This design comes from an exercise in tuning for small area on the open sky130 flow, not from production work.
Only simulation tests tie the RTL to the original design; equivalence was not proved.
Power and IR drop assume default switching activity.

// Config
module Config (CLK, RST, Rx, ComActive, ReceiveLED, s_clk, s_data, SelfWriteData, SelfWriteStrobe, ConfigWriteData, ConfigWriteStrobe, FrameAddressRegister, LongFrameStrobe, RowSelect);
For scale: ~760 cells after synthesis, ~110 I/O pins, roughly 8500 µm² of cells after synthesis.
clock: 10.0 ns
lec_check: 0
cap_margin: 20
core_margin: 2
core_utilization: 65
place_density: 0.75
slew_margin: 20
synth_hierarchical: 1
standard.sh (not shown) runs the stock make flow with config.mk's settings and CLKGATE_MAP_FILE= SYNTH_SCRIPT=/design/flow/synth_recipe.tcl, a recipe that flattens the netlist after the stock synthesis.
==> flow/flow/run.sh <==
#!/bin/bash
# The standard layout (the standard.sh: standard synthesis, floorplan, power grid,
# tap cells, placement, CTS, routing), with two changes to how cells are chosen:
#  - the port buffers that every input and output gets are sky130_fd_sc_hd__buf_1
#  - CTS uses clkbuf_8 leaf clusters of at most 18 sinks and inserts no dummy loads
# ORFS writes each step's full log under orfs/logs/; make's own output goes to flow_make.log.
set -euo pipefail
bash standard.sh \
  "BUFFER_PORTS_ARGS=-buffer_cell sky130_fd_sc_hd__buf_1" \
  "CTS_ARGS=-sink_clustering_enable -repair_clock_nets -dont_use_dummy_load -buf_list sky130_fd_sc_hd__clkbuf_8 -sink_clustering_size 18 -sink_clustering_max_diameter 60" \
  finish > flow_make.log 2>&1
Then changed:
--- a/flow/design.v
+++ b/flow/design.v
@@ -75,38 +75,39 @@
 	genvar gc;
 	generate for (gc = 0; gc < 20; gc = gc + 1) begin : g_crc
 		if (gc < 8) begin : g_lo
 			assign CRCSum[gc] = CRCReg[gc] ^ CRCAddend[gc] ^ CRCCarry[gc];
 			assign CRCCarry[gc+1] = (CRCReg[gc] & CRCAddend[gc]) | (CRCCarry[gc] & (CRCReg[gc] ^ CRCAddend[gc]));
 		end else begin : g_hi
 			assign CRCSum[gc] = CRCReg[gc] ^ CRCCarry[gc];
 			assign CRCCarry[gc+1] = CRCReg[gc] & CRCCarry[gc];
 		end
 	end endgenerate
 	wire ClearData = RST | ~InData | TimeToSend;
+	wire [7:0] LaneData = ReceivedWord & {8{~ClearData}};
 	wire rw_shift = ComTick & InBits;
 	wire rw_hold = ~rw_shift;
 	wire [7:0] rw_next;
 	wire [3:0] wd_load, wd_hold;
 	wire [31:0] wd_next;
 	genvar gw;
 	generate
 		for (gw = 0; gw < 8; gw = gw + 1) begin : g_rw
 			ao22_cell u_g (.a(rw_shift), .b(gw == 7 ? RxLocal : ReceivedWord[gw+1]), .c(rw_hold), .d(ReceivedWord[gw]), .y(rw_next[gw]));
 		end
 		for (gw = 0; gw < 4; gw = gw + 1) begin : g_lane
-			assign wd_load[gw] = ~ClearData & WriteByte & (GetWordState == gw);
-			assign wd_hold[gw] = ~ClearData & ~(WriteByte & (GetWordState == gw));
+			assign wd_load[gw] = ClearData | (WriteByte & (GetWordState == gw));
+			assign wd_hold[gw] = ~wd_load[gw];
 		end
 		for (gw = 0; gw < 32; gw = gw + 1) begin : g_wd
-			ao22_cell u_g (.a(wd_load[3 - gw / 8]), .b(ReceivedWord[gw % 8]), .c(wd_hold[3 - gw / 8]), .d(UART_WriteData[gw]), .y(wd_next[gw]));
+			ao22_cell u_g (.a(wd_load[3 - gw / 8]), .b(LaneData[gw % 8]), .c(wd_hold[3 - gw / 8]), .d(UART_WriteData[gw]), .y(wd_next[gw]));
 		end
 	endgenerate
 	wire UART_ComActive = InData;
 	wire UART_WriteStrobe = ~ByteStage[0] & ByteStage[1] & (GetWordState == 2'd0);  
 	always @ (posedge CLK) begin
 		RxLocal <= Rx | RST;
 		if (InWait)
 			ComCount <= 5'b00001;
 		else
 			ComCount <= {ComCount[3:0], ~(ComCount[4] ^ (ComCount[1] & ~ComCount[2]))};
 		if (RST)
After rerunning: Synthesized cell count climbs by 0.52%; non-clock buffer count goes up by 1; clock-buffer cell count stays the same; final cell count grows by 0.48%; design area goes up by 0.39%; routed wire length climbs by 2.1%; global-route usage went up by 0.62 points; combinational power hardly moves; power is higher by 0.35%; first-iteration DRC count increases by 10%; sequential cell count does not change.

==> what the ideal ports hide <==
Ports are ideal in the flow. The routed layouts listed here were re-timed in OpenROAD. Step 1 (the two cells are an assumption about what drives the block):
set clk [get_ports {CLK}]
set_driving_cell -lib_cell sky130_fd_sc_hd__clkbuf_16 $clk
set_driving_cell -lib_cell sky130_fd_sc_hd__buf_2 [delete_from_list [all_inputs] $clk]
Step 2 times the ports against the registers' clock, not the clock port: input delays grow and output delays shrink by t, the midpoint of the rising clock arrivals with the driver on. Slacks: no drivers / after step 1 / after step 2; pairs: no drivers / after step 1.
| run | t (ns) | slack for setup (ns) | worst setup path after step 2 |
|---|---|---|---|
| the first run | 0.531 | 4.258 / 4.258 / 4.258 | register to register |
| the second run | 0.524 | 4.362 / 4.362 / 4.362 | register to register |
After both steps every run listed still meets setup and hold.
